This design comes from an exercise in tuning for small area on the open sky130 flow, not from production work.
RTL that was checked went through simulation tests only; none was proved equivalent to the original.
Function not checked in runs 6 and 7: the RTL went through the layout flow alone.
No activity file was given, so power comes from the tool's default toggle rates.

File: flow/design.v
module axi_shifter
#(
	parameter DATA_WIDTH = 16,
	parameter SHIFTER = 0,
	parameter SHIFT_VALUE_LEN = 4
)
(
	input logic [DATA_WIDTH*8 -1 : 0] data_in,
        input logic [SHIFT_VALUE_LEN-1:0] shift_value,
	output logic [DATA_WIDTH*8 -1 : 0] data_out
);
always_comb data_out = (SHIFTER ==0) ?  data_in >> (8 * shift_value* 16 ) : data_in >> (8 * shift_value ) ; 
endmodule
module axi_keep_shifter
#(
	parameter DATA_WIDTH = 16,
	parameter SHIFTER = 0,
	parameter SHIFT_VALUE_LEN = 4
)
(
	input logic [DATA_WIDTH*8 -1 : 0] data_in,
        input logic [SHIFT_VALUE_LEN-1:0] shift_value,
	output logic [DATA_WIDTH*8 -1 : 0] data_out
);
always_comb data_out = (SHIFTER ==0) ?  data_in >> ( shift_value* 16 ) : data_in >> ( shift_value ) ; 
endmodule
module axi_trim
#(
	parameter DATA_WIDTH = 8,
	parameter TRIM_LEN = 7
)
(
	input logic         clk,
	input logic         rst_n,
	input logic [DATA_WIDTH*8-1:0] trim_in_tdata,
	input logic [DATA_WIDTH-1:0]   trim_in_tkeep,
	input logic                    trim_in_tlast,
	input logic                    trim_in_tvalid,
	output logic                   trim_in_tready,
	output logic [DATA_WIDTH*8-1:0] trim_out_tdata,
	output logic [DATA_WIDTH-1:0]   trim_out_tkeep,
	output logic                    trim_out_tlast,
	output logic                    trim_out_tvalid,
	input logic                   trim_out_tready,
	input logic [TRIM_LEN-1:0]     trim_len
);
logic [DATA_WIDTH*8*2-1:0] trim_in_tdata_d1;
logic [DATA_WIDTH*8*2-1:0] trim_in_tdata_d1_masked;
logic [DATA_WIDTH*8*2-1:0] trim_in_tdata_d2_in;
logic [DATA_WIDTH*8*2-1:0] trim_in_tdata_d2;
logic [DATA_WIDTH*8*2-1:0] trim_in_tdata_d3_in;
logic [DATA_WIDTH*8*2-1:0] trim_in_tdata_d3;
logic [1:0] d1_valid;
logic d2_valid;
logic d3_valid;
logic d1_out_valid;
logic [1:0] d1_last;
logic d2_last;
logic d3_last;
logic d1_out_last;
logic [7:0] trim_len_d1_in;
logic [7:0] trim_len_d1_0;
logic [7:0] trim_len_d1_1;
logic [7:0] trim_len_d2;
logic [DATA_WIDTH-1:0] keep_in_d1_in;
logic [DATA_WIDTH-1:0] keep_in_d1_0;
logic [DATA_WIDTH-1:0] keep_in_d1_1;
logic [DATA_WIDTH*2-1:0] keep_in_d1_masked;
logic [DATA_WIDTH*2-1:0] keep_in_d2_in;
logic [DATA_WIDTH*2-1:0] keep_in_d2;
logic [DATA_WIDTH*2-1:0] keep_in_d3_in;
logic [DATA_WIDTH*2-1:0] keep_in_d3;
logic d1_push;
always_comb d1_push = (trim_in_tvalid | |d1_last ) & trim_out_tready;
always_ff @(posedge clk or negedge rst_n) begin 
  if (!rst_n)
    trim_in_tdata_d1 <= 'b0;
  else
    if (d1_push)
    begin
	trim_in_tdata_d1[DATA_WIDTH*8-1:0] <= trim_in_tdata_d1[DATA_WIDTH*8+:8*DATA_WIDTH];
	trim_in_tdata_d1[DATA_WIDTH*8+:8*DATA_WIDTH] <= trim_in_tdata;
    end
end
always_ff @(posedge clk or negedge rst_n) begin 
  if (!rst_n)
    d1_valid <= 'b0;
  else
    if (d1_push)
    begin
	d1_valid <= {d1_valid[0],trim_in_tvalid} ;
    end
end
always_ff @(posedge clk or negedge rst_n) begin 
  if (!rst_n)
    d1_last <= 'b0;
  else
    if (d1_push)
    begin
	d1_last <= {d1_last[0],trim_in_tlast} ;
    end
end
always_comb trim_len_d1_in = 8'b0+ trim_len;
always_ff @(posedge clk or negedge rst_n) begin 
  if (!rst_n)
  begin
    trim_len_d1_0 <= 'b0;
    trim_len_d1_1 <= 'b0;
    end
  else
    if (d1_push)
    begin
	trim_len_d1_0 <= trim_len_d1_in ;
	trim_len_d1_1 <= trim_len_d1_0;
    end
end
always_ff @(posedge clk or negedge rst_n) begin 
  if (!rst_n)
  begin
    keep_in_d1_0 <= 'b0;
    keep_in_d1_1 <= 'b0;
    end
  else
    if (d1_push)
    begin
	keep_in_d1_0 <= trim_in_tkeep ;
	keep_in_d1_1 <= keep_in_d1_0;
    end
end
always_comb trim_in_tdata_d1_masked = ( d1_last[1] ) ?  trim_in_tdata_d1 & {DATA_WIDTH*8{1'b1}} : trim_in_tdata_d1 ;
always_comb keep_in_d1_masked = ( d1_last[1] ) ?  {keep_in_d1_0,keep_in_d1_1} & {DATA_WIDTH{1'b1}} : {keep_in_d1_0,keep_in_d1_1} ;
axi_shifter
#( .DATA_WIDTH (8* DATA_WIDTH*2),
  .SHIFTER (0)
  ) u_axi_shifter_0
(
	.data_in ( trim_in_tdata_d1_masked ),
	.data_out ( trim_in_tdata_d2_in ),
	.shift_value (trim_len_d1_1[7:4])
);
axi_keep_shifter
#( .DATA_WIDTH (DATA_WIDTH*2),
   .SHIFTER (0)
  ) u_axi_shifter_keep_0
(
	.data_in ( keep_in_d1_masked),
	.data_out ( keep_in_d2_in ),
	.shift_value (trim_len_d1_1[7:4])
);
always_comb d1_out_valid = d1_valid[1] ;
always_ff @(posedge clk or negedge rst_n) begin 
  if (!rst_n)
    trim_in_tdata_d2 <= 'b0;
  else
    if ( trim_out_tready)
    begin
	trim_in_tdata_d2 <=  d1_out_valid ? trim_in_tdata_d2_in : '0 ;
    end
end
always_ff @(posedge clk or negedge rst_n) begin 
  if (!rst_n)
    keep_in_d2 <= 'b0;
  else
    if ( trim_out_tready)
    begin
	keep_in_d2 <=  d1_out_valid ? keep_in_d2_in : '0 ;
    end
end
always_ff @(posedge clk or negedge rst_n) begin 
  if (!rst_n)
    d2_valid <= 'b0;
  else
    if ( trim_out_tready)
    begin
	d2_valid <= d1_out_valid;
    end
end
always_ff @(posedge clk or negedge rst_n) begin 
  if (!rst_n)
    d2_last <= 'b0;
  else
    if ( trim_out_tready)
    begin
	d2_last <= d1_last[1];
    end
end
always_ff @(posedge clk or negedge rst_n) begin 
  if (!rst_n)
    trim_len_d2 <= 'b0;
  else
    if ( trim_out_tready)
    begin
	trim_len_d2 <= trim_len_d1_1 ;
    end
end
axi_shifter
#( .DATA_WIDTH (8*DATA_WIDTH*2),
  .SHIFTER (1)
  ) u_axi_shifter_1
(
	.data_in ( trim_in_tdata_d2 ),
	.data_out ( trim_in_tdata_d3_in ),
	.shift_value (trim_len_d2[3:0])
);
axi_keep_shifter
#( .DATA_WIDTH (DATA_WIDTH*2),
  .SHIFTER (1)
  ) u_axi_shifter_keep_1
(
	.data_in ( keep_in_d2 ),
	.data_out ( keep_in_d3_in ),
	.shift_value (trim_len_d2[3:0])
);
always_ff @(posedge clk or negedge rst_n) begin 
  if (!rst_n)
    trim_in_tdata_d3 <= 'b1;
  else
    if ( trim_out_tready)
    begin
	trim_in_tdata_d3 <= trim_in_tdata_d3_in;
    end
end
always_ff @(posedge clk or negedge rst_n) begin 
  if (!rst_n)
    keep_in_d3 <= 'b1;
  else
    if ( trim_out_tready)
    begin
	keep_in_d3 <= keep_in_d3_in;
    end
end
always_ff @(posedge clk or negedge rst_n) begin 
  if (!rst_n)
    d3_valid <= 'b0;
  else
    if (trim_out_tready)
    begin
	d3_valid <= d2_valid ;
    end
end
always_ff @(posedge clk or negedge rst_n) begin 
  if (!rst_n)
    d3_last <= 'b0;
  else
    if (trim_out_tready)
    begin
	d3_last <= d2_last ;
    end
end
always_comb trim_out_tdata = trim_in_tdata_d3[DATA_WIDTH*8-1:0];
always_comb trim_out_tkeep = keep_in_d3[DATA_WIDTH-1:0];
always_comb trim_out_tvalid = d3_valid & |(keep_in_d3[DATA_WIDTH-1:0]) ;
always_comb trim_out_tlast = trim_out_tvalid & ((d2_valid & ( |(keep_in_d3_in[DATA_WIDTH-1:0]) == 0)) ? d2_last : d3_last );
always_comb trim_in_tready = trim_out_tready; 
endmodule
File: flow/run.sh
#!/bin/bash
# synth_recipe.tcl (not shown) runs the flow's synth.tcl, then flattens the netlist and writes it again
# the make line also repeats each setting of config.mk as NAME=value (left out here)
make -C /OpenROAD-flow-scripts/flow DESIGN_CONFIG=/design/flow/config.mk WORK_HOME=/design/flow/orfs CLKGATE_MAP_FILE= SYNTH_SCRIPT=/design/flow/synth_recipe.tcl finish
File: flow/config.mk
export PLATFORM = sky130hd
export DESIGN_NAME = axi_trim
export DESIGN_NICKNAME = axi_trim
export VERILOG_FILES = /design/flow/design.v
export SDC_FILE = /design/flow/constraint.sdc
export NUM_CORES = 4
export LEC_CHECK = 0
export CAP_MARGIN = 20
export CORE_MARGIN = 2
export CORE_UTILIZATION = 40
export SLEW_MARGIN = 20
File: flow/constraint.sdc
create_clock -name core_clock -period 4.0 [get_ports {clk}]
set_input_delay 0.8000 -clock core_clock [delete_from_list [all_inputs] [get_ports {clk}]]
set_output_delay 0.8000 -clock core_clock [all_outputs]
set_load 0.01 [all_outputs]
==> results of run 1 <==
[critical path: cells and delay by family (launching register included)]
kind            cells  cell delay (ps)
compound gates      2              400
flops               1              450
mux                 2              510
simple gates        2              360
buf+inv             3              510
[final timing paths]
kind | start | end | slack, ps
worst min-delay path | rst_n | trim_in_tdata_d1[88] | 280
worst max register to register | trim_len_d2[0] | trim_in_tdata_d3[33] | 920
max in group asynchronous | rst_n | trim_in_tdata_d1[64] | 2800
min in group core_clock | trim_in_tdata_d1[17] | trim_in_tdata_d2[17] | 470
worst min register to register | trim_in_tdata_d1[17] | trim_in_tdata_d2[17] | 470
worst max-delay path | trim_len_d2[0] | trim_out_tlast | 410
[sequential cells by signal, indices dropped and copies added (netlist names)]
name              flops
d1_last               2
d1_valid              2
d2_last               1
d2_valid              1
d3_last               1
d3_valid              1
keep_in_d1_0          8
keep_in_d1_1          8
keep_in_d2           16
keep_in_d3            8
trim_in_tdata_d1    128
trim_in_tdata_d2    128
trim_in_tdata_d3     64
trim_len_d1_0         7
trim_len_d1_1         7
trim_len_d2           4
[what timing repair did]
item / in CTS / in global routing
endpoints found under the setup margin: 1 / 1
buffers inserted: 4 / 0
resized for setup: 2 / 1
[layout by cell type, fill, tap and decap left out, drive strengths merged, types with 2 or more instances in the layout]
cell           Yosys  final
a211o              7      7
a211oi             9      9
a21oi            106    106
a221oi             2      2
a22oi             16     16
a31oi              3      3
and2               3      3
and3              17     17
buf               56     34
clkbuf            68     63
clkdlybuf4s50      0    155
clkinv             0      7
clkinvlp           0      2
dfrtp            384    384
dfstp              2      2
inv              152    152
mux2             206    206
mux2i             44     44
mux4              88     88
nand2            209    209
nand3              4      4
nor2              94     94
nor2b              5      5
nor3               4      4
nor4               5      5
o211a              8      8
o211ai             3      3
o21ai            176    176
o31ai              2      2
or3                7      7
[cell families (layout without fill, tap and decap cells)]
| family | Yosys count | in the layout | share of synthesized area, % |
|---|---|---|---|
| muxes | 338 | 338 | 25.2 |
| DFF | 386 | 386 | 51.3 |
| AOI/OAI and AO/OA | 337 | 337 | 9.86 |
| and+or+nand+nor | 351 | 351 | 7.68 |
| buffers and inverters | 276 | 414 | 6.01 |
[synth_stat cells (3+ instances only)]
library cell	n
mux2_2	206
nor2_1	94
inv_1	150
a31oi_1	3
buf_2	36
buf_1	11
nor4_1	3
mux2i_1	43
mux4_2	88
buf_4	6
clkbuf_1	68
a22oi_1	16
a211o_1	7
a211oi_1	9
nand2_1	209
nand3_1	4
and3_1	17
o211a_1	8
and2_1	3
nor3_1	4
o211ai_1	3
nor2b_1	5
o21ai_0	176
dfrtp_1	384
or3_1	7
a21oi_1	106
[stage by stage]
| stage | utilization [%] | std cells | power, mW |
|---|---|---|---|
| detailed placement | 45.1 | 2357 | 7.60 |
| finish | 48.0 | 2433 | 11.3 |
| floorplan | - | 1688 | 6.53 |
| global placement | 45.1 | 2357 | 7.55 |
| CTS | 48.0 | 2433 | 11.3 |
| global route | 48.0 | 2433 | 11.8 |
[final cells by class]
cell class / instances / area share [%]
multi-input cells: 1026 / 36.2
repair buffers: 190 / 8.76
clock inverters: 9 / 0.274
clock buffers: 63 / 5.54
well taps: 607 / 3.40
flip-flops and latches: 386 / 43.3
inverters: 152 / 2.55
[power groups by stage]
stage	clock network [mW]	registers (mW)	logic [mW]
global route	3.93	5.05	2.80
detailed placement	0	5.07	2.53
floorplan	0	4.85	1.68
finish	3.69	4.98	2.58
CTS	3.77	4.98	2.59
global placement	0	5.05	2.49
[routing by layer]
layer | up-vias | track usage [%] | wire length (µm)
li1 | 6080 | - | -
met1 | 6858 | 33.5 | 24700
met2 | 510 | 30.2 | 22300
met3 | 73 | 4.90 | 4430
met4 | 0 | 6.19 | 1480
met5 | - | 0 | 0
==> results.ini, run 1 <==
[synth]
synthCells = 1688
syn_area_mm2 = 0.0188
syn_area_per_cell_um2 = 11.2
synth_nets = 1772
synth_top_area_cell = dfrtp_1
synthTopCellsByArea = dfrtp_1 (51%), mux2_2 (12%), mux4_2 (11%)
yosysUniqueCellTypes = 42
yosys.area.top_type_share_pct = 51.0
synth-seq-cells = 386
synthArstFlopShare_pct = 100
ys_seq_area_share_pct = 51.3
synth_edf_count = 0
yosys_warnings = 13
synthFlopType = dfrtp_1

[timing]
finalWorstSetupSlack_ps = 409
rsz0062_at_grt = false
period_share_pct = 89.8
finalSetupTns_ps = 0
clock.fmax_mhz = 278
skew_ps = 13.9
hold_viol = 0
slew_headroom_pct = 28.7
worstMarginPinSlew_ps = 1070
maxSlewViolCount = 0
holdWs_ps = 276
setup_viol = 0
fin_crit_ps = 3590

[power]
ir_drop_v = 0.000351
seqPwrFrac_pct = 44.3
p_clk_share_pct = 32.8
switching_share_pct = 29.9
power.density_mw_per_mm2 = 504
leakagePower_nw = 9.10
pwr-share-comb_pct = 23.0
power_switching_mw = 3.36
p_int_mw = 7.90

[status]
status = no timing/DRC/antenna violations

[min_path]
min_path_type = input pin to async pin

[flow_run]
max_cap_violations = 0

[route]
drc = 0
ant_nets = 0
vias = 13500
drtPass1Iterations = 5
via_per_inst = 5.56
drt_iter0_markers = 1423
wirelength_mm = 53.0
routedWlPerCell_um = 21.8

[finish]
fill_cells = 4278
drive_gt1_share_pct = 22.5
fin_area_mm2 = 0.0224
final_nets = 1881
syn_to_final_growth_pct = 18.6
antenna_cells = 0
seqCellArea_mm2 = 0.00967
multiInputGateArea_mm2 = 0.00810

[critical_path]
worst-path-max-fanout = 12
worstRegToRegCells = 8
cpPeakStageDelay_ps = 450
cp-end-kind = output port
crit_path_top_delay_cell = dfrtp_4
criticalPathCategory = flip-flop to output port
critPathLaunchType = flip-flop
arrival_ps = 2790
required_ps = 3200
path_cells = buf_4, buf_6, mux2_2, a221oi_1, a21oi_2, nor4_2, nand3b_1, mux2i_1, dlymetal6s2s_1

[global_route]
grt_overflow = 0
grt_pass1_vias = 13100
grt_max_degree = 142
grt_pass1_wl_mm = 81.8
antenna_found_initial = 1
grtUsageTotal_pct = 21.6

[clock_tree]
insertion_delay_ps = 560
cts_buffer_depth = 3
cts_made_buffers = 41
cts_tree = built
clock_sinks = 386
htreeDepth = 2
root_buffer = clkbuf_16
path_clk_slew_ps = 60
holdBufCountCts = 0

[floorplan]
dieWidth_um = 221
placeableCoreArea_mm2 = 0.0466
pin_count = 159
fp.dieArea_mm2 = 0.0489
rows = 79
die_h_um = 221
start_util_pct = 40.5

[place]
port_buffers = 158
place_ws_ps = 361
place_area_mm2 = 0.0210
hpwl_mm = 37.0
gp_congestion = 0.883

==> run 2: changes to the inputs <==
==> flow/design.v (replaced) <==
module axi_trim
#(
	parameter DATA_WIDTH = 8,
	parameter TRIM_LEN = 7
)
(
	input logic         clk,
	input logic         rst_n,
	input logic [DATA_WIDTH*8-1:0] trim_in_tdata,
	input logic [DATA_WIDTH-1:0]   trim_in_tkeep,
	input logic                    trim_in_tlast,
	input logic                    trim_in_tvalid,
	output logic                   trim_in_tready,
	output logic [DATA_WIDTH*8-1:0] trim_out_tdata,
	output logic [DATA_WIDTH-1:0]   trim_out_tkeep,
	output logic                    trim_out_tlast,
	output logic                    trim_out_tvalid,
	input logic                   trim_out_tready,
	input logic [TRIM_LEN-1:0]     trim_len
);
logic [63:0] prev_data;    
logic [7:0]  prev_keep;    
logic [3:0]  t_q;          
logic        in_pkt;       
logic        flush;        
logic [7:0]  sel_prev;     
logic [2:0]  rot;
logic [63:0] merged;
logic [7:0]  merged_keep;
logic        tail;
always_comb begin
	rot = t_q[2:0] & {3{~t_q[3]}};
	for (int i = 0; i < 8; i++)
		sel_prev[i] = (i >= t_q);
	for (int i = 0; i < 8; i++) begin
		merged[8*i +: 8] = sel_prev[i] ? prev_data[8*i +: 8] : trim_in_tdata[8*i +: 8];
		merged_keep[i]   = sel_prev[i] ? prev_keep[i] : (trim_in_tkeep[i] & ~flush);
	end
	trim_out_tdata = 64'({merged, merged} >> (8*rot));
	trim_out_tkeep = 8'({merged_keep, merged_keep} >> rot);
	tail = (trim_len[3] == 1'b0) && trim_in_tkeep[trim_len[2:0]];
end
always_comb trim_out_tvalid = flush | (trim_in_tvalid & in_pkt);
always_comb trim_out_tlast  = flush | (trim_in_tlast & ~tail);
always_comb trim_in_tready  = trim_out_tready;
always_ff @(posedge clk) begin
	if (trim_out_tready) begin
		prev_data <= trim_in_tdata;
		prev_keep <= trim_in_tkeep;
		t_q       <= trim_len[3:0];
	end
end
always_ff @(posedge clk or negedge rst_n) begin
	if (!rst_n) begin
		in_pkt <= 1'b0;
		flush  <= 1'b0;
	end else if (trim_out_tready) begin
		flush <= trim_in_tvalid & trim_in_tlast & tail;
		if (trim_in_tvalid)
			in_pkt <= ~trim_in_tlast;
	end
end
endmodule
==> run 2 against run 1 <==
Clock-buffer cell count shrank 54. Sequential power shrank about 80%. Final cell count shrank 55%. Via count shrank 50%. Fmax shrank 7.4%. Cell area shrank 60%. Die area shrank 64%. Critical path type unchanged. Critical endpoint is now trim_out_tdata[29]. Largest power group is now combinational cells.
==> results.ini, run 2 <==
[route]
vias = 6820  ; -50%
ant_nets = 0  ; unchanged
drtPass1Iterations = 7  ; +2
drc = 0  ; unchanged
routedWlPerCell_um = 22.8  ; +4.6%
via_per_inst = 6.26  ; +13%
wirelength_mm = 24.8  ; -53%
drt_iter0_markers = 877  ; -38%

[synth]
yosys_warnings = 1  ; -12
syn_area_mm2 = 0.00668  ; -65%
synth_common_cells = mux2i_1 (106), edfxtp_1 (76), nand2_1 (70), a21oi_1 (62), nor2_1 (55)
synthFlopType = edfxtp_1
synthArstFlopShare_pct = 2.56  ; -97 points
syn_area_per_cell_um2 = 9.19  ; -18%
yosysMostFrequentCell = mux2i_1
synth_top_area_cell = edfxtp_1
synth_nets = 811  ; -54%
synth_edf_count = 76  ; +76
synth-seq-cells = 78  ; -80%
synthTopCellsByArea = edfxtp_1 (34%), mux2i_1 (16%), a21oi_1 (4.6%)
ys_seq_area_share_pct = 34.9  ; -16 points
yosysUniqueCellTypes = 60  ; +43%
synthCells = 727  ; -57%
yosys.area.top_type_share_pct = 34.2  ; -17 points

[global_route]
gr-usage-met2_pct = 46.0  ; +16 points
grt_max_degree = 80  ; -44%
use_met1_pct = 37.1  ; +3.6 points
grt_pass1_vias = 6847  ; -48%
grt_pass1_wl_mm = 38.8  ; -53%
antenna_found_initial = 0  ; -1
grtUsageTotal_pct = 27.8  ; +6.2 points
use_met3_pct = 4.87  ; -0.029 points
grt_overflow = 0  ; unchanged
grt-busiest-layer = met2

[clock_tree]
cts_tree = built
cts_buffer_depth = 2  ; -1
insertion_delay_ps = 350  ; -210 ps
cts_made_buffers = 9  ; -78%
path_clk_slew_ps = 60  ; about the same
htreeDepth = 3  ; +1
clock_sinks = 78  ; -80%
root_buffer = clkbuf_16
holdBufCountCts = 0  ; unchanged

[timing]
fin_crit_ps = 3880  ; +286 ps
period_share_pct = 96.9  ; +7.2 points
hold_viol = 0  ; unchanged
finalSetupTns_ps = 0  ; unchanged
maxSlewViolCount = 0  ; unchanged
setup_viol = 0  ; unchanged
worstMarginPinSlew_ps = 901  ; -169 ps
skew_ps = 0  ; -13.9 ps
slew_headroom_pct = 39.7  ; +11 points
rsz0062_at_grt = false
clock.fmax_mhz = 258  ; -7.4%

[floorplan]
placeableCoreArea_mm2 = 0.0165  ; -65%
rows = 47  ; -41%
pin_count = 159  ; unchanged
dieWidth_um = 133  ; -40%
die_h_um = 133  ; -40%
start_util_pct = 40.6  ; +0.077 points
fp.dieArea_mm2 = 0.0177  ; -64%

[critical_path]
worst-path-max-fanout = 24  ; +12
crit_path_top_delay_cell = clkdlybuf4s50_1
arrival_ps = 3080  ; +290 ps
r2r_slack_ps = 3070  ; +2150 ps
cpPeakStageDelay_ps = 490  ; +40 ps
regToRegStartpoint = flush
cp-startpoint = t_q[2]
crit_cells = 8  ; -1
crit_family = buffers and inverters
crit_end = trim_out_tdata[29]
r2r-end = flush
critPathLaunchType = flip-flop
worstRegToRegCells = 2  ; -6
required_ps = 3200  ; about the same
crit_buf_inv = 3  ; unchanged
path_cells = buf_4, or2_4, buf_12, mux2_2, o21ai_0, o21a_1, o2bb2ai_1, clkdlybuf4s50_1
cp-end-kind = output port
criticalPathCategory = flip-flop to output port

[finish]
top_regs = prev_data x64, prev_keep x8, t_q x4
antenna_cells = 0  ; unchanged
final_cells = 1089  ; -55%
drive_gt1_share_pct = 11.6  ; -11 points
syn_to_final_growth_pct = 32.6
final_common_cell = clkdlybuf4s50_1
mostFrequentLayoutCells = clkdlybuf4s50_1 (153), mux2i_1 (106), edfxtp_1 (76)
largest_reg_flops = 64
top_register = prev_data
final_nets = 948  ; -50%

[power]
leakagePower_nw = 3.41  ; -63%
ir_drop_v = 0.000244  ; -31%
power.density_mw_per_mm2 = 361  ; -28%

[status]
status = no timing/DRC/antenna violations

[place]
port_buffers = 155  ; -1.9%
placed_cells = 1066  ; -55%
hpwl_mm = 17.0  ; -54%
gp_congestion = 0.931  ; +5.5%

[min_path]
min_path_type = flip-flop to flip-flop

[flow_run]
max_cap_violations = 0  ; unchanged

run 2: how the worst min path moves through the flow:
stage | cells after the start | from | slack (ps) | endpoint
after floorplan | 2 | in_pkt | 450 | in_pkt
after global placement | 2 | in_pkt | 470 | in_pkt
after detailed placement | 2 | in_pkt | 480 | in_pkt
after CTS | 2 | in_pkt | 490 | in_pkt
after global routing | 2 | in_pkt | 560 | in_pkt
final | 2 | in_pkt | 490 | in_pkt
run 2: cell families after synthesis:
kind of cell	Yosys count	share of synthesized area [%]
simple gates	186	12.6
mux	131	21.8
buf+inv	87	6.63
flops	78	34.9
compound gates	245	24.0
run 2: through the flow:
stage	setup WS [ps]	hold WS [ps]	util [%]	power, mW	instance area, µm²
finish	123	494	53.8	3.20	8860
global route	7.39	560	53.8	3.33	8860
CTS	24.8	494	53.2	3.18	8770
detailed placement	154	479	51.2	2.27	8420
global placement	176	468	51.2	2.26	8420
floorplan	1330	448	-	1.69	6680
run 2: worst min-delay path, stage by stage (launching register included):
cell and delay, ps:
dfrtp_1 350, nand2_1 50, o21ai_0 60
run 2: final cells by class:
type,instances,area [µm²]
fill,1501,7610
multi-input combinational,562,3950
sequential,78,2330
timing repair buffer,195,1910
tap,220,275
clock buffer,9,225
clock inverter,7,88.8
inverter,18,71.3
run 2: metal layers:
metal | part of all wire, % | up-vias
met2 | 48 | 419
met3 | 8.3 | 42
met4 | 1.7 | 0
li1 | - | 3077
met5 | 0 | -
met1 | 42 | 3282
run 2: repair_timing:
action / 4_1_cts / 5_1_grt
pin swaps: 0 / 1
buffers inserted: 4 / 2
gates resized for setup: 0 / 10
endpoints found under the setup margin: 2 / 9
run 2: report_power, final:
part	switching [mW]	internal [mW]
combinational	0.667	0.607
sequential	0.0451	0.971
clock	0.362	0.543
==> run 3: changes to the inputs <==
--- a/flow/design.v
+++ b/flow/design.v
@@ -29,2 +29,4 @@
 logic [7:0]  merged_keep;
+logic [63:0] r1, r2;
+logic [7:0]  k1, k2;
 logic        tail;
@@ -38,4 +40,8 @@
 	end
-	trim_out_tdata = 64'({merged, merged} >> (8*rot));
-	trim_out_tkeep = 8'({merged_keep, merged_keep} >> rot);
+	r1 = rot[2] ? {merged[31:0], merged[63:32]} : merged;
+	r2 = rot[1] ? {r1[15:0], r1[63:16]} : r1;
+	trim_out_tdata = rot[0] ? {r2[7:0], r2[63:8]} : r2;
+	k1 = rot[2] ? {merged_keep[3:0], merged_keep[7:4]} : merged_keep;
+	k2 = rot[1] ? {k1[1:0], k1[7:2]} : k1;
+	trim_out_tkeep = rot[0] ? {k2[0], k2[7:1]} : k2;
 	tail = (trim_len[3] == 1'b0) && trim_in_tkeep[trim_len[2:0]];
==> run 3 against run 2 <==
Still clean on timing, DRC and antenna. Final cell count is 12% lower. Global-route usage down 1.9 points. First-iteration DRC count down 29%. Critical endpoint is now trim_out_tkeep[0]. Largest power group unchanged.
==> results.ini, run 3 <==
[status]
status = no timing/DRC/antenna violations

[clock_tree]
root_buffer = clkbuf_16
clock_sinks = 78  ; unchanged
cts_setup_buffers = 0  ; -4
cts_buffer_depth = 2  ; unchanged
cts_made_buffers = 9  ; unchanged
path_clk_slew_ps = 60  ; about the same
insertion_delay_ps = 350  ; about the same
htreeDepth = 3  ; unchanged
cts_tree = built

[finish]
final_common_cell = clkdlybuf4s50_1
mostFrequentLayoutCells = clkdlybuf4s50_1 (154), mux2i_1 (92), edfxtp_1 (76)
drive_gt1_share_pct = 14.3  ; +2.7 points
final_cells = 954  ; -12%
fin_area_mm2 = 0.00817  ; -7.7%
largest_reg_flops = 64  ; unchanged
antenna_cells = 0  ; unchanged
top_register = prev_data
final_nets = 849  ; -10%
syn_to_final_growth_pct = 35.7
top_regs = prev_data x64, prev_keep x8, t_q x4

[floorplan]
rows = 44  ; -6.4%
pin_count = 159  ; unchanged
dieWidth_um = 127  ; -4.9%
placeableCoreArea_mm2 = 0.0146  ; -11%
die_h_um = 127  ; -4.9%
start_util_pct = 41.1  ; +0.58 points
fp.dieArea_mm2 = 0.0161  ; -9.5%

[power]
ir_drop_v = 0.000212  ; -13%
power.density_mw_per_mm2 = 372  ; +3.2%
leakagePower_nw = 3.12  ; -8.5%
p_total_mw = 3.04  ; -4.8%

[timing]
finalSetupTns_ps = 0  ; unchanged
rsz0062_at_grt = false
fin_crit_ps = 3820  ; -58.8 ps
period_share_pct = 95.4  ; -1.5 points
setup_viol = 0  ; unchanged
clock.fmax_mhz = 262  ; +1.5%
maxSlewViolCount = 0  ; unchanged
slew_headroom_pct = 28.1  ; -12 points
hold_viol = 0  ; unchanged
worstMarginPinSlew_ps = 1080  ; +178 ps
holdWs_ps = 491  ; -3.82 ps
skew_ps = 0  ; unchanged

[synth]
yosysMostFrequentCell = mux2i_1
yosys.area.top_type_share_pct = 37.9  ; +3.7 points
synth-seq-cells = 78  ; unchanged
synthCells = 620  ; -15%
synthTopCellsByArea = edfxtp_1 (38%), mux2i_1 (15%), mux2_2 (7.5%)
synth_top_area_cell = edfxtp_1
synth_nets = 704  ; -13%
ys_seq_area_share_pct = 38.7  ; +3.8 points
yosys_warnings = 1  ; unchanged
synthArstFlopShare_pct = 2.56  ; unchanged
yosysUniqueCellTypes = 45  ; -25%
synth_edf_count = 76  ; unchanged
synth_common_cells = mux2i_1 (92), edfxtp_1 (76), nand2_1 (67), a21oi_1 (56), nor2_1 (48)
synthFlopType = edfxtp_1
syn_area_per_cell_um2 = 9.72  ; +5.8%
syn_area_mm2 = 0.00602  ; -9.8%

[global_route]
grtUsageTotal_pct = 26.0  ; -1.9 points
grt_pass1_wl_mm = 32.2  ; -17%
grt_max_degree = 80  ; unchanged
grt_pass1_vias = 5770  ; -16%
antenna_found_initial = 0  ; unchanged
grt_overflow = 0  ; unchanged

[critical_path]
criticalPathCategory = flip-flop to output port
cpMostUsedCell = mux2i_1
crit_path_top_delay_cell = clkdlybuf4s50_1
arrival_ps = 3020  ; -60 ps
worst-path-max-fanout = 15  ; -38%
cpPeakStageDelay_ps = 600  ; +110 ps
cp-end-kind = output port
required_ps = 3200  ; about the same
path_cells = buf_4, a211oi_1, mux2i_1, mux2i_1, mux2i_1, a22oi_1, clkdlybuf4s50_1
critPathLaunchType = flip-flop

[route]
met1_length_mm = 8.31  ; -20%
drc = 0  ; unchanged
drt_iter0_markers = 626  ; -29%
vias = 5774  ; -15%
maxUsedRoutingLayer = met4
wl_met3_mm = 1.26  ; -39%
drtPass1Iterations = 5  ; -2
routedWlPerCell_um = 21.8  ; -4.3%
ant_nets = 0  ; unchanged
dr_wl_met2_mm = 10.4  ; -12%
wirelength_mm = 20.8  ; -16%
via_per_inst = 6.05  ; -3.4%

[place]
gp_congestion = 0.881  ; -5.4%
placed_cells = 938  ; -12%
port_buffers = 155  ; unchanged
hpwl_mm = 15.0  ; -12%
place_area_mm2 = 0.00787  ; -6.6%

[flow_run]
max_cap_violations = 0  ; unchanged

[min_path]
min_path_type = flip-flop to flip-flop

-- run 3: cell types whose count changed after synthesis, moves of 11 or more --
cell | before | now
o21ai_0 | 50 | 31
buf_2 | 32 | 17
nand2b_1 | 12 | 1
inv_1 | 17 | 5
mux2i_1 | 106 | 92
mux2_2 | 15 | 40
o22ai_1 | 35 | 4
a221oi_1 | 16 | 1
-- run 3: worst paths after layout --
path                       cells after the start  slack (ps)  startpoint                 to
max                                            7         180      t_q[3]  trim_out_tkeep[0]
min                                            2         490      in_pkt             in_pkt
max reg2reg                                    2        3050       flush              flush
min reg2reg                                    2         490      in_pkt             in_pkt
max in group asynchronous                      1        3270       rst_n              flush
min in group asynchronous                      1         610       rst_n             in_pkt
-- run 3: metrics by stage --
stage / setup slack (ps) / utilization (%)
after floorplan: 1320 / -
after global placement: 249 / 53.7
after detailed placement: 243 / 53.7
after CTS: 86.3 / 55.8
after global routing: 18.8 / 55.8
final: 182 / 55.8
-- run 3: metal layers --
metal | up-vias | GRT usage [%]
met3 | 45 | 4.05
met1 | 2793 | 31.1
met2 | 270 | 45.4
met4 | 0 | 12.9
li1 | 2666 | -
met5 | - | 0
-- run 3: cells by family after synthesis --
logic type | after synthesis | share of synthesized area, %
compound gates | 177 | 19.8
buf+inv | 61 | 4.53
flops | 78 | 38.7
mux | 138 | 24.7
simple gates | 166 | 12.3
-- run 3: cell type report --
| cell class | instances | area [µm²] |
|---|---|---|
| Multi-Input combinational cell | 481 | 3440 |
| Tap cell | 184 | 230 |
| Clock inverter | 5 | 58.8 |
| Clock buffer | 11 | 243 |
| Inverter | 7 | 26.3 |
| Timing Repair Buffer | 188 | 1850 |
| Sequential cell | 78 | 2330 |
| Fill cell | 1318 | 6470 |
-- run 3: where the power goes --
group	internal [mW]	switching, mW
Clock	0.502	0.348
Sequential	0.971	0.0296
Combinational	0.590	0.603
-- run 3: critical path: cells and delay by family (launching register included) --
family / cells / cell delay (ps)
buffers and inverters: 2 / 850
muxes: 3 / 600
DFF: 1 / 510
AOI/OAI and AO/OA: 2 / 710
-- run 3: timing repair --
| action | in CTS | in global routing |
|---|---|---|
| hold buffers | 0 | 0 |
| resized for setup | 0 | 2 |
| hold endpoints to repair | 0 | 0 |
| setup endpoints to repair | 0 | 8 |
==> run 4: changes to the inputs <==
--- a/flow/config.mk
+++ b/flow/config.mk
@@ -9,3 +9,4 @@
 export CORE_MARGIN = 2
-export CORE_UTILIZATION = 40
+export CORE_UTILIZATION = 70
+export CTS_BUF_LIST = sky130_fd_sc_hd__clkbuf_2 sky130_fd_sc_hd__clkbuf_4
 export SLEW_MARGIN = 20
==> run 4 against run 3 <==
The flow now stops in global routing (5_1_grt). Area after synthesis unchanged. Synthesized cell count stayed put.
==> results.ini, run 4 <==
[place]
port_buffers = 155  ; unchanged
hpwl_mm = 15.3  ; +2.0%
gp_congestion = 1.01  ; +14%
place_area_mm2 = 0.00772  ; -1.8%

[status]
firstError = [ERROR GRT-0232] Routing congestion too high. Check the congestion heatmap in the GUI.
status = did not finish
lastStage = global routing (5_1_grt)

[synth]
synth_edf_count = 76  ; unchanged
synthCells = 620  ; unchanged
yosysUniqueCellTypes = 45  ; unchanged
synth-seq-cells = 78  ; unchanged
synthTopCellsByArea = edfxtp_1 (38%), mux2i_1 (15%), mux2_2 (7.5%)
syn_area_mm2 = 0.00602  ; unchanged
ys_seq_area_share_pct = 38.7  ; unchanged
yosysMostFrequentCell = mux2i_1
yosys_warnings = 1  ; unchanged
syn_area_per_cell_um2 = 9.72  ; unchanged
synth_nets = 704  ; unchanged
synthFlopType = edfxtp_1
synth_top_area_cell = edfxtp_1
synth_common_cells = mux2i_1 (92), edfxtp_1 (76), nand2_1 (67), a21oi_1 (56), nor2_1 (48)
yosys.area.top_type_share_pct = 37.9  ; unchanged
synthArstFlopShare_pct = 2.56  ; unchanged

[timing]
worst_endpoint_kind = primary output
worstEndpointGrtRepair = trim_out_tdata[6]

[global_route]
grtUsageTotal_pct = 94.7
grt_max_degree = 80
grt_overflow = 533

[clock_tree]
htreeDepth = 3  ; unchanged
cts_buffer_depth = 2  ; unchanged
holdBufCountCts = 0  ; unchanged
root_buffer = clkbuf_4
clock_sinks = 78  ; unchanged
cts_made_buffers = 9  ; unchanged

[floorplan]
die_h_um = 96.8  ; -24%
pin_count = 159  ; unchanged
dieWidth_um = 96.8  ; -24%
rows = 33  ; -25%
start_util_pct = 72.6  ; +31 points

==> run 4: how the worst max path moves through the flow <==
stage / to / cells after the start / from
after CTS: trim_out_tdata[0] / 8 / t_q[2]
after detailed placement: trim_out_tdata[12] / 7 / trim_in_tdata[20]
after global placement: trim_out_tdata[12] / 7 / trim_in_tdata[20]
after floorplan: trim_out_tdata[53] / 7 / t_q[1]
==> run 4: cell families after synthesis <==
group,Yosys count,share of synthesized area [%]
muxes,138,24.7
DFF,78,38.7
buffers and inverters,61,4.53
AOI/OAI and AO/OA,177,19.8
and+or+nand+nor,166,12.3
==> run 4: stage by stage <==
step                std cells  hold slack, ps  util (%)  worst slack [ps]
CTS                       874             480      95.5              31.7
detailed placement        854             547      93.1               148
global placement          854             468      93.1               298
floorplan                 620             448         -              1320
==> run 4: what timing repair did <==
item,CTS
pin swaps,1
setup endpoints to repair,31
resized for setup,9
buffers inserted,4
==> run 4: power groups by stage <==
stage               Sequential, mW  Clock (mW)  Combinational, mW
CTS                           1.01       0.528               1.22
global placement              1.02           0               1.12
detailed placement            1.02           0               1.16
floorplan                     1.01           0              0.613
==> run 4: layer usage <==
metal	overflow	global-route usage, %
met5	1	26.9
met4	170	107
met3	9	75.3
met2	350	116
met1	3	89.3
==> run 5: changes to the inputs <==
==> flow/flow/run.sh (new file) <==
#!/bin/bash
# Standard ORFS layout with three changes: an area-oriented ABC mapping script
# (abc_area.script here), the smallest buffer on the ports, and clock tree
# synthesis without dummy loads. Each tool's output goes to a log of its own.
set -euo pipefail
here=$(pwd)
rm -rf "$here/scripts"
cp -r "$FLOW_HOME/scripts" "$here/scripts"
cp "$here/flow/abc_area.script" "$here/scripts/abc_area.script"
export SCRIPTS_DIR="$here/scripts"
export BUFFER_PORTS_ARGS="-buffer_cell sky130_fd_sc_hd__buf_1"
export CTS_ARGS="-sink_clustering_enable -repair_clock_nets -dont_use_dummy_load"
bash standard.sh > "$here/standard_flow.log" 2>&1
==> flow/flow/abc_area.script (new file) <==
strash
dch
amap
topo
==> flow/standard.sh (new file) <==
#!/bin/bash
# synth_recipe.tcl (not shown) runs the flow's synth.tcl, then flattens the netlist and writes it again
# the make line also repeats each setting of config.mk as NAME=value (left out here)
make -C /OpenROAD-flow-scripts/flow DESIGN_CONFIG=/design/flow/config.mk WORK_HOME=/design/flow/orfs CLKGATE_MAP_FILE= SYNTH_SCRIPT=/design/flow/synth_recipe.tcl "${@:-finish}"
--- a/flow/config.mk
+++ b/flow/config.mk
@@ -7,6 +7,6 @@
 export LEC_CHECK = 0
+export ABC_AREA = 1
 export CAP_MARGIN = 20
 export CORE_MARGIN = 2
-export CORE_UTILIZATION = 70
-export CTS_BUF_LIST = sky130_fd_sc_hd__clkbuf_2 sky130_fd_sc_hd__clkbuf_4
+export CORE_UTILIZATION = 40
 export SLEW_MARGIN = 20
removed: flow/run.sh
==> run 5 against run 4 <==
Synthesized cell count fell by 33%. Now clean on timing, DRC and antenna. Area after synthesis fell by 22%.
==> results.ini, run 5 <==
[finish]
mostFrequentLayoutCells = buf_1 (154), o22ai_1 (131), o22a_1 (120)
fin_area_mm2 = 0.00588
top_regs = prev_data x64, prev_keep x8, t_q x4
drive_gt1_share_pct = 7.54
largest_reg_flops = 64
final_nets = 683
top_register = prev_data
final_cells = 741
syn_to_final_growth_pct = 25.7
final_common_cell = buf_1

[floorplan]
placeableCoreArea_mm2 = 0.0114
die_h_um = 112  ; +16%
pin_count = 159  ; unchanged
dieWidth_um = 112  ; +16%
start_util_pct = 41.0  ; -32 points
rows = 39  ; +18%
fp.dieArea_mm2 = 0.0126

[flow_run]
max_cap_violations = 0

[synth]
yosysMostFrequentCell = o22ai_1
synth_edf_count = 76  ; unchanged
synth-seq-cells = 78  ; unchanged
syn_area_mm2 = 0.00468  ; -22%
ys_seq_area_share_pct = 49.8  ; +11 points
synthTopCellsByArea = edfxtp_1 (49%), o22a_1 (22%), o22ai_1 (18%)
synth_nets = 499  ; -29%
synth_top_area_cell = edfxtp_1
yosysUniqueCellTypes = 19  ; -58%
synthArstFlopShare_pct = 2.56  ; unchanged
synth_common_cells = o22ai_1 (131), o22a_1 (120), edfxtp_1 (76), clkinv_1 (17), nor2_1 (14)
yosys.area.top_type_share_pct = 48.8  ; +11 points
synthFlopType = edfxtp_1
synthCells = 415  ; -33%
syn_area_per_cell_um2 = 11.3  ; +16%
yosys_warnings = 1  ; unchanged

[clock_tree]
path_clk_slew_ps = 60
root_buffer = clkbuf_16
cts_buffer_depth = 2  ; unchanged
clock_sinks = 78  ; unchanged
cts_made_buffers = 9  ; unchanged
cts_tree = built
insertion_delay_ps = 330
holdBufCountCts = 0  ; unchanged
htreeDepth = 3  ; unchanged

[global_route]
grt_pass1_vias = 4401
grt_overflow = 0
use_met3_pct = 5.13
gr-usage-met2_pct = 39.5
grt-busiest-layer = met2
antenna_found_initial = 0
grt_pass1_wl_mm = 24.2
grt_max_degree = 73
use_met1_pct = 34.1
grtUsageTotal_pct = 24.7

[route]
wirelength_mm = 16.5
via_per_inst = 6.64
ant_nets = 0
drtPass1Iterations = 5
routedWlPerCell_um = 22.2
vias = 4921
drt_iter0_markers = 347
drc = 0

[timing]
skew_ps = 0
hold_viol = 0
slew_headroom_pct = 41.1
maxSlewViolCount = 0
finalWorstSetupSlack_ps = 173
clock.fmax_mhz = 261
period_share_pct = 95.7
worstMarginPinSlew_ps = 882
fin_crit_ps = 3830
setup_viol = 0

[power]
power.density_mw_per_mm2 = 442
leakagePower_nw = 1.82
ir_drop_v = 0.000184
p_total_mw = 2.60

[critical_path]
r2r_slack_ps = 3100
worst-path-max-fanout = 11
arrival_ps = 3030
critPathLaunchType = flip-flop
worstRegToRegCells = 2
regToRegStartpoint = flush
cp-end-kind = output port
required_ps = 3200
criticalPathCategory = flip-flop to output port
r2r-end = flush

[place]
hpwl_mm = 11.2  ; -27%
port_buffers = 155  ; unchanged
placed_cells = 728  ; -15%
gp_congestion = 0.842  ; -16%
place_area_mm2 = 0.00560  ; -27%
place_ws_ps = 361  ; +213 ps

[status]
status = no timing/DRC/antenna violations

[min_path]
min_path_type = input pin to async pin

## run 5: final cells by class
class                           instances  area [µm²]
Fill cell                            1116        5540
Sequential cell                        78        2330
Multi-Input combinational cell        319        2310
Timing Repair Buffer                  174         741
Clock buffer                            9         225
Tap cell                              143         179
Inverter                               17        90.1
Antenna cell                            1        2.50
## run 5: cells by family (layout without fill, tap and decap cells)
logic type	count (synthesis)	in the layout	share of synthesized area (%)
buffers and inverters	18	200	1.52
flip-flops	78	78	49.8
other	0	1	0
AND/OR/NAND/NOR	27	27	2.17
AO/OA/AOI/OAI	292	292	46.5
## run 5: repair_timing
action                     4_1_cts  5_1_grt
setup endpoints to repair        0       72
setup buffers                    0        3
gates resized for setup          0        6
## run 5: where the power goes
part	switching, mW	internal [mW]
clock network	0.293	0.395
logic	0.566	0.353
registers	0.0253	0.970
total	0.884	1.72
## run 5: per-stage QoR
step | hold WS, ps | util, % | setup TNS [ps]
global route | 235 | 51.5 | -11.7
detailed placement | 487 | 49.1 | 0
floorplan | 450 | - | 0
CTS | 236 | 51.0 | 0
finish | 240 | 51.5 | 0
global placement | 474 | 49.1 | 0
## run 5: worst max path at each step
stage	from	to	slack (ps)	depth (start not counted)
2_1_floorplan	t_q[3]	trim_out_tkeep[1]	40	10
3_5_place_dp	t_q[3]	trim_out_tkeep[5]	360	10
4_1_cts	t_q[3]	trim_out_tkeep[5]	20	11
6_report	t_q[3]	trim_out_tkeep[7]	170	10
3_3_place_gp	t_q[3]	trim_out_tkeep[3]	420	10
5_1_grt	t_q[3]	trim_out_tkeep[0]	-9	10
## run 5: critical path, stage by stage, from the launching register on
cell,delay [ps]
edfxtp_1,540
nor2_2,230
clkinvlp_4,270
nor2_1,170
buf_4,240
clkinvlp_4,300
a32oi_1,340
o22a_1,180
o22a_1,170
o22ai_1,80
buf_1,170
## run 5: per-layer routing
metal  part of all wire, %  vias up
met5                     0        -
met4                   1.8        0
met3                   6.8       23
met2                    46      203
met1                    45     2406
li1                      -     2289
==> run 6: changes to the inputs <==
--- a/flow/design.v
+++ b/flow/design.v
@@ -20,28 +20,25 @@
 );
-logic [63:0] prev_data;    
-logic [7:0]  prev_keep;    
-logic [3:0]  t_q;          
+logic [63:0] prev_data_n;  
+logic [7:1]  tail_keep;    
 logic        in_pkt;       
 logic        flush;        
-logic [7:0]  sel_prev;     
-logic [2:0]  rot;
-logic [63:0] merged;
-logic [7:0]  merged_keep;
-logic [63:0] r1, r2;
-logic [7:0]  k1, k2;
+logic [2:0]  rot;          
+logic [7:0]  low;          
+logic [63:0] d1, d2, in_rot;
+logic [7:0]  k1, k2, keep_rot;
 logic        tail;
 always_comb begin
-	rot = t_q[2:0] & {3{~t_q[3]}};
-	for (int i = 0; i < 8; i++)
-		sel_prev[i] = (i >= t_q);
-	for (int i = 0; i < 8; i++) begin
-		merged[8*i +: 8] = sel_prev[i] ? prev_data[8*i +: 8] : trim_in_tdata[8*i +: 8];
-		merged_keep[i]   = sel_prev[i] ? prev_keep[i] : (trim_in_tkeep[i] & ~flush);
+	rot = trim_len[2:0];
+	for (int j = 0; j < 8; j++)
+		low[j] = (j + trim_len[3:0] < 8);
+	d1 = rot[2] ? {trim_in_tdata[31:0], trim_in_tdata[63:32]} : trim_in_tdata;
+	d2 = rot[1] ? {d1[15:0], d1[63:16]} : d1;
+	in_rot = rot[0] ? {d2[7:0], d2[63:8]} : d2;
+	k1 = rot[2] ? {trim_in_tkeep[3:0], trim_in_tkeep[7:4]} : trim_in_tkeep;
+	k2 = rot[1] ? {k1[1:0], k1[7:2]} : k1;
+	keep_rot = rot[0] ? {k2[0], k2[7:1]} : k2;
+	for (int j = 0; j < 8; j++) begin
+		trim_out_tdata[8*j +: 8] = (flush | low[j]) ? ~prev_data_n[8*j +: 8] : in_rot[8*j +: 8];
 	end
-	r1 = rot[2] ? {merged[31:0], merged[63:32]} : merged;
-	r2 = rot[1] ? {r1[15:0], r1[63:16]} : r1;
-	trim_out_tdata = rot[0] ? {r2[7:0], r2[63:8]} : r2;
-	k1 = rot[2] ? {merged_keep[3:0], merged_keep[7:4]} : merged_keep;
-	k2 = rot[1] ? {k1[1:0], k1[7:2]} : k1;
-	trim_out_tkeep = rot[0] ? {k2[0], k2[7:1]} : k2;
+	trim_out_tkeep = flush ? {tail_keep, 1'b1} : (low | keep_rot);
 	tail = (trim_len[3] == 1'b0) && trim_in_tkeep[trim_len[2:0]];
@@ -53,5 +50,4 @@
 	if (trim_out_tready) begin
-		prev_data <= trim_in_tdata;
-		prev_keep <= trim_in_tkeep;
-		t_q       <= trim_len[3:0];
+		prev_data_n <= ~in_rot;
+		tail_keep <= keep_rot[7:1] & low[7:1];
 	end
==> flow/flow/run.sh (replaced) <==
#!/bin/bash
# Standard ORFS layout with these changes: an area-oriented ABC mapping
# (abc_area.script here) that maps 2:1 muxes to inverting o22ai cells (the
# non-inverting mux-like cells are withheld from ABC only), the smallest
# buffer on the ports, and clock tree synthesis with small clock buffers and
# without dummy loads. Each tool's output goes to a log of its own under
# orfs/logs; standard_flow.log has the make output.
set -euo pipefail
here=$(pwd)
rm -rf "$here/scripts"
cp -r "$FLOW_HOME/scripts" "$here/scripts"
cp "$here/flow/abc_area.script" "$here/scripts/abc_area.script"
du=""
for c in o22a_1 o22a_2 o22a_4 a22o_1 a22o_2 a22o_4 mux2_1 mux2_2 mux2_4 mux2_8; do
  du="$du -dont_use sky130_fd_sc_hd__$c"
done
sed -i "s|log_cmd abc {\*}\$abc_args|log_cmd abc {*}\$abc_args$du|" "$here/scripts/synth.tcl"
grep -q "sky130_fd_sc_hd__mux2_8" "$here/scripts/synth.tcl"
export SCRIPTS_DIR="$here/scripts"
export BUFFER_PORTS_ARGS="-buffer_cell sky130_fd_sc_hd__buf_1"
export CTS_ARGS="-sink_clustering_enable -repair_clock_nets -dont_use_dummy_load -buf_list {sky130_fd_sc_hd__clkbuf_8 sky130_fd_sc_hd__clkbuf_16} -sink_clustering_size 40 -sink_clustering_max_diameter 300"
bash standard.sh > "$here/standard_flow.log" 2>&1
==> flow/flow/abc_area.script (replaced) <==
strash
dch
amap -m -F 4 -A 20
topo
==> run 6 against run 5 <==
Via count down 0.79%. Setup slack better by 72 ps. Critical path type is now input pin to output port. Flip-flop and latch count down 5. Final cell count down 0.67%. Still clean on timing, DRC and antenna. Register-to-register slack worse by 300 ps. Highest routed layer unchanged. Clock power down 34%. Wire length down 8.3%. Utilization down 0.57 points. Critical endpoint is now trim_out_tdata[12]. Sequential power down 3.3%.
==> results.ini, run 6 <==
[status]
status = no timing/DRC/antenna violations

[finish]
top_regs = prev_data_n x64, tail_keep x7
antenna_cells = 0  ; -1
final_common_cell = o22ai_1
final_cells = 736  ; -0.67%
fill_cells = 993  ; -11%
seqCellArea_mm2 = 0.00218  ; -6.4%
largest_reg_flops = 64  ; unchanged
top_register = prev_data_n
multiInputGateArea_mm2 = 0.00195  ; -16%
syn_to_final_growth_pct = 24.3
final_nets = 686  ; +0.44%
mostFrequentLayoutCells = o22ai_1 (279), buf_1 (151), edfxtp_1 (71)
drive_gt1_share_pct = 5.50  ; -2.0 points

[route]
drc = 0  ; unchanged
vias = 4882  ; -0.79%
drtPass1Iterations = 5  ; unchanged
via_per_inst = 6.63  ; -0.12%
drt_iter0_markers = 433  ; +25%
wirelength_mm = 15.1  ; -8.3%
routedWlPerCell_um = 20.5  ; -7.7%
ant_nets = 0  ; unchanged

[critical_path]
regToRegStartpoint = flush
critPathLaunchType = input pin
worst-path-max-fanout = 35  ; +24
r2r-end = flush
r2r_slack_ps = 2800  ; -300 ps
criticalPathCategory = input pin to output port
required_ps = 3200  ; about the same
cp-end-kind = output port
worstRegToRegCells = 2  ; unchanged
arrival_ps = 2960  ; -70 ps

[synth]
yosys_warnings = 1  ; unchanged
synthFlopType = edfxtp_1
synth_nets = 504  ; +1.0%
synthTopCellsByArea = edfxtp_1 (51%), o22ai_1 (41%), nor2_1 (2.2%)
yosys.area.top_type_share_pct = 50.6  ; +1.9 points
syn_area_per_cell_um2 = 10.0  ; -11%
synthArstFlopShare_pct = 2.74  ; +0.18 points
yosysUniqueCellTypes = 12  ; -7
synthCells = 420  ; +1.2%
ys_seq_area_share_pct = 51.8  ; +2.0 points
synth_edf_count = 71  ; -6.6%
synth_common_cells = o22ai_1 (279), edfxtp_1 (71), nor2_1 (25), clkinv_1 (20), a21oi_1 (7)
yosysMostFrequentCell = o22ai_1
synth-seq-cells = 73  ; -6.4%
syn_area_mm2 = 0.00421  ; -10%
synth_top_area_cell = edfxtp_1

[floorplan]
pin_count = 159  ; unchanged
rows = 37  ; -5.1%
start_util_pct = 41.0  ; about the same
die_h_um = 107  ; -4.9%
placeableCoreArea_mm2 = 0.0103  ; -10%
fp.dieArea_mm2 = 0.0114  ; -9.7%
dieWidth_um = 107  ; -4.9%

[clock_tree]
clock_sinks = 73  ; -6.4%
cts_tree = built
cts_made_buffers = 9  ; unchanged
root_buffer = clkbuf_8
cts_buffer_depth = 2  ; unchanged
holdBufCountCts = 0  ; unchanged
postCtsResizedCells = 0  ; unchanged
insertion_delay_ps = 360  ; +30 ps
cts_setup_buffers = 0  ; unchanged
htreeDepth = 3  ; unchanged
path_clk_slew_ps = 80  ; +20 ps

[global_route]
grt_pass1_vias = 4320  ; -1.8%
antenna_found_initial = 0  ; unchanged
grt_overflow = 0  ; unchanged
grt_pass1_wl_mm = 22.6  ; -6.7%
grt_max_degree = 74  ; +1.4%
grtUsageTotal_pct = 26.0  ; +1.3 points

[min_path]
min_path_type = input pin to async pin

[timing]
worstMarginPinSlew_ps = 960  ; +77.8 ps
period_share_pct = 93.9  ; -1.8 points
finalWorstSetupSlack_ps = 244  ; +71.7 ps
hold_viol = 0  ; unchanged
finalSetupTns_ps = 0  ; unchanged
rsz0062_at_grt = false
setup_viol = 0  ; unchanged
holdWs_ps = 216  ; -23.2 ps
clock.fmax_mhz = 266  ; +1.9%
maxSlewViolCount = 0  ; unchanged
fin_crit_ps = 3760  ; -71.7 ps
slew_headroom_pct = 36.0  ; -5.1 points
skew_ps = 0  ; unchanged

[place]
hpwl_mm = 11.1  ; -1.1%
gp_congestion = 0.924  ; +9.8%
place_ws_ps = 286  ; -74.4 ps
port_buffers = 155  ; unchanged
placed_cells = 727  ; -0.14%

[flow_run]
max_cap_violations = 0  ; unchanged

[power]
ir_drop_v = 0.000213  ; +16%
leakagePower_nw = 1.54  ; -15%
power.density_mw_per_mm2 = 395  ; -11%

## run 6: changes by cell type after synthesis, sizes merged, moves of 7 or more
cell and change:
nand2 -7, nor2 +11, o22a -120, o22ai +148
## run 6: cell type report
type / count / area share (%)
Inverter: 20 / 1.62
Sequential cell: 73 / 41.7
Tap cell: 136 / 3.25
Clock buffer: 9 / 2.37
Timing Repair Buffer: 172 / 13.9
Multi-Input combinational cell: 326 / 37.2
## run 6: kinds of logic after synthesis
group,synth area share (%)
simple gates,3.00
flops,51.8
compound gates,43.2
buf+inv,1.96
## run 6: per-layer routing
layer / vias to the layer above / GRT usage, % / share of wire [%]
met4: 0 / 12.3 / 4.0
li1: 2283 / - / -
met3: 40 / 4.92 / 8.5
met2: 273 / 40.4 / 45
met5: - / 0 / 0
met1: 2286 / 35.1 / 42
## run 6: power by group
part	internal [mW]	switching [mW]	leakage, nW
logic	0.225	0.430	0.762
registers	0.940	0.0229	0.718
clock network	0.201	0.251	0.0647
## run 6: worst max-delay path, stage by stage
cell and delay (ps):
clkbuf_2 160, clkinv_4 230, o21ai_0 310, clkinv_1 130
nor2_1 150, clkinv_1 270, nor2_1 230, clkinv_1 250
o22ai_1 240, buf_1 170
## run 6: metrics by stage
| step | total power [mW] | area, µm² | utilization, % |
|---|---|---|---|
| 5_1_grt | 2.17 | 5240 | 50.9 |
| 3_3_place_gp | 1.61 | 5110 | 49.7 |
| 6_report | 2.07 | 5240 | 50.9 |
| 3_5_place_dp | 1.62 | 5110 | 49.7 |
| 2_1_floorplan | 1.34 | 4220 | - |
| 4_1_cts | 2.07 | 5240 | 50.9 |
## run 6: worst max-delay path by stage
| stage | startpoint | endpoint | slack (ps) | depth (start not counted) |
|---|---|---|---|---|
| floorplan | trim_len[1] | trim_out_tdata[10] | 50 | 8 |
| global placement | trim_len[1] | trim_out_tdata[12] | 390 | 10 |
| detailed placement | trim_len[1] | trim_out_tdata[14] | 290 | 10 |
| CTS | trim_len[1] | trim_out_tdata[14] | 290 | 10 |
| global route | trim_len[1] | trim_out_tdata[12] | 20 | 10 |
| finish | trim_len[1] | trim_out_tdata[12] | 240 | 10 |
==> run 7: changes to the inputs <==
--- a/flow/flow/run.sh
+++ b/flow/flow/run.sh
@@ -20,3 +20,3 @@
 export BUFFER_PORTS_ARGS="-buffer_cell sky130_fd_sc_hd__buf_1"
-export CTS_ARGS="-sink_clustering_enable -repair_clock_nets -dont_use_dummy_load -buf_list {sky130_fd_sc_hd__clkbuf_8 sky130_fd_sc_hd__clkbuf_16} -sink_clustering_size 40 -sink_clustering_max_diameter 300"
+export CTS_ARGS="-sink_clustering_enable -repair_clock_nets -dont_use_dummy_load -buf_list {sky130_fd_sc_hd__clkbuf_4 sky130_fd_sc_hd__clkbuf_8}"
 bash standard.sh > "$here/standard_flow.log" 2>&1
--- a/flow/config.mk
+++ b/flow/config.mk
@@ -8,5 +8,5 @@
 export ABC_AREA = 1
-export CAP_MARGIN = 20
+export CAP_MARGIN = 0
 export CORE_MARGIN = 2
 export CORE_UTILIZATION = 40
-export SLEW_MARGIN = 20
+export SLEW_MARGIN = 0
==> run 7 against run 6 <==
Largest power group unchanged. Setup slack unchanged. Critical endpoint unchanged. Sequential power is essentially flat. Synthesized cell count is the same.
==> results.ini, run 7 <==
[status]
status = no timing/DRC/antenna violations

[timing]
fin_crit_ps = 3760  ; unchanged
finalWorstSetupSlack_ps = 244  ; unchanged
finalSetupTns_ps = 0  ; unchanged
clock.fmax_mhz = 266  ; unchanged
skew_ps = 0  ; unchanged
slew_headroom_pct = 36.0  ; unchanged
rsz0062_at_grt = false
hold_viol = 0  ; unchanged
period_share_pct = 93.9  ; unchanged
worstMarginPinSlew_ps = 960  ; unchanged
maxSlewViolCount = 0  ; unchanged
setup_viol = 0  ; unchanged

[synth]
synth_nets = 504  ; unchanged
syn_area_per_cell_um2 = 10.0  ; unchanged
yosys.area.top_type_share_pct = 50.6  ; unchanged
synth-seq-cells = 73  ; unchanged
synthTopCellsByArea = edfxtp_1 (51%), o22ai_1 (41%), nor2_1 (2.2%)
synthArstFlopShare_pct = 2.74  ; unchanged
ys_seq_area_share_pct = 51.8  ; unchanged
synthFlopType = edfxtp_1
yosysUniqueCellTypes = 12  ; unchanged
syn_area_mm2 = 0.00421  ; unchanged
synth_top_area_cell = edfxtp_1
yosysMostFrequentCell = o22ai_1
synth_edf_count = 71  ; unchanged
synth_common_cells = o22ai_1 (279), edfxtp_1 (71), nor2_1 (25), clkinv_1 (20), a21oi_1 (7)
synthCells = 420  ; unchanged
yosys_warnings = 1  ; unchanged

[power]
ir_drop_v = 0.000213  ; unchanged
power.density_mw_per_mm2 = 395  ; unchanged
leakagePower_nw = 1.54  ; unchanged

[floorplan]
start_util_pct = 41.0  ; unchanged
pin_count = 159  ; unchanged
dieWidth_um = 107  ; unchanged
die_h_um = 107  ; unchanged
fp.dieArea_mm2 = 0.0114  ; unchanged
rows = 37  ; unchanged
placeableCoreArea_mm2 = 0.0103  ; unchanged

[route]
drtPass1Iterations = 5  ; unchanged
drt_iter0_markers = 433  ; unchanged
via_per_inst = 6.63  ; unchanged
wirelength_mm = 15.1  ; unchanged
routedWlPerCell_um = 20.5  ; unchanged
ant_nets = 0  ; unchanged
vias = 4882  ; unchanged
drc = 0  ; unchanged

[critical_path]
r2r_slack_ps = 2800  ; about the same
cp-end-kind = output port
critPathLaunchType = input pin
cpPeakStageDelay_ps = 310  ; about the same
cpMostUsedCell = clkinv_1
worst-path-max-fanout = 35  ; unchanged
arrival_ps = 2960  ; about the same
path_cells = clkbuf_2, clkinv_4, o21ai_0, clkinv_1, nor2_1, clkinv_1, nor2_1, clkinv_1, o22ai_1, buf_1
crit_path_top_delay_cell = o21ai_0
required_ps = 3200  ; about the same
criticalPathCategory = input pin to output port

[place]
place_ws_ps = 286  ; unchanged
hpwl_mm = 11.1  ; unchanged
port_buffers = 155  ; unchanged
gp_congestion = 0.924  ; unchanged

[finish]
largest_reg_flops = 64  ; unchanged
final_nets = 686  ; unchanged
syn_to_final_growth_pct = 24.3  ; unchanged
top_regs = prev_data_n x64, tail_keep x7
drive_gt1_share_pct = 5.50  ; unchanged
antenna_cells = 0  ; unchanged
mostFrequentLayoutCells = o22ai_1 (279), buf_1 (151), edfxtp_1 (71)
final_common_cell = o22ai_1
top_register = prev_data_n

[clock_tree]
holdBufCountCts = 0  ; unchanged
insertion_delay_ps = 360  ; about the same
cts_tree = built
clock_sinks = 73  ; unchanged
path_clk_slew_ps = 80  ; about the same
cts_setup_buffers = 0  ; unchanged
root_buffer = clkbuf_8
cts_buffer_depth = 2  ; unchanged
htreeDepth = 3  ; unchanged
cts_made_buffers = 9  ; unchanged
postCtsResizedCells = 0  ; unchanged

[global_route]
grt_pass1_wl_mm = 22.6  ; unchanged
antenna_found_initial = 0  ; unchanged
grtUsageTotal_pct = 26.0  ; unchanged
grt_max_degree = 74  ; unchanged
grt_overflow = 0  ; unchanged
grt_pass1_vias = 4320  ; unchanged

[flow_run]
max_cap_violations = 0  ; unchanged

[min_path]
min_path_type = input pin to async pin

==> run 7: layout make-up <==
cell class	instances	area, µm²
multi-input combinational	326	1950
inverter	20	85.1
tap	136	170
fill	993	5040
clock buffer	9	124
sequential	73	2180
timing repair buffer	172	727
==> run 7: kinds of logic after synthesis <==
logic type,after synthesis,synth area share [%]
AO/OA/AOI/OAI,293,43.2
buffers and inverters,21,1.96
flip-flops,73,51.8
AND/OR/NAND/NOR,33,3.00
==> run 7: critical path: cells and delay by family <==
kind,cells,cell delay (ps)
compound gates,2,550
simple gates,2,380
buf+inv,6,1210
==> run 7: where the power goes <==
| group | internal (mW) | switching, mW |
|---|---|---|
| sequential | 0.940 | 0.0229 |
| combinational | 0.225 | 0.430 |
| clock | 0.201 | 0.251 |
| total | 1.37 | 0.704 |
==> run 7: path summary, 6_finish.rpt <==
check,endpoint,from,cells past startpoint
setup / recovery,trim_out_tdata[12],trim_len[1],10
hold / removal,in_pkt,rst_n,1
setup reg to reg,flush,flush,2
hold reg to reg,in_pkt,in_pkt,2
max in group asynchronous,flush,rst_n,1
min in group core_clock,in_pkt,in_pkt,2
==> run 7: through the flow <==
step	power (mW)	hold slack (ps)	std cells	instance area (µm²)	utilization, %
global route	2.17	201	736	5240	50.9
floorplan	1.34	450	420	4220	-
finish	2.07	216	736	5240	50.9
detailed placement	1.62	483	727	5110	49.7
global placement	1.61	463	727	5110	49.7
CTS	2.07	199	736	5240	50.9
==> run 7: metal layers <==
metal	up-vias	routed length (µm)	global-route usage, %
met5	-	0	0
met4	0	597	12.3
met3	40	1280	4.92
met2	273	6830	40.4
met1	2286	6400	35.1
li1	2283	-	-

-- separate check: timing with driven ports --
How much do the figures lean on ideal ports? The routed layouts below were timed once more, with nothing changed but the port constraints.
Step 1 (the two cells are an assumption about what drives the block):
set clk [get_ports {clk}]
set_driving_cell -lib_cell sky130_fd_sc_hd__clkbuf_16 $clk
set_driving_cell -lib_cell sky130_fd_sc_hd__buf_2 [delete_from_list [all_inputs] $clk]
Step 2, shift: input delay + t, output delay - t, t = (earliest + latest rising clock arrival at the registers) / 2. This alone moves slack from input paths to output paths.
Three values: ideal ports, drivers, drivers and shift; two values: the first two.
run	t, ns	slack for setup (ns)	worst hold slack (ns)	worst setup path at the end
run 1	0.604	0.409 / 0.356 / 0.924	0.276 / 0.272 / 0.470	register to register
run 2	0.393	0.123 / 0.079 / 0.124	0.494 / 0.494 / 0.494	input to output
run 3	0.391	0.182 / 0.138 / 0.185	0.491 / 0.491 / 0.491	input to output
run 5	0.364	0.173 / 0.133 / 0.498	0.240 / 0.225 / 0.494	register to output
run 6	0.383	0.244 / 0.207 / 0.207	0.216 / 0.208 / 0.493	input to output
run 7	0.383	0.244 / 0.207 / 0.207	0.216 / 0.208 / 0.493	input to output
After both steps setup and hold are still met in every run listed.
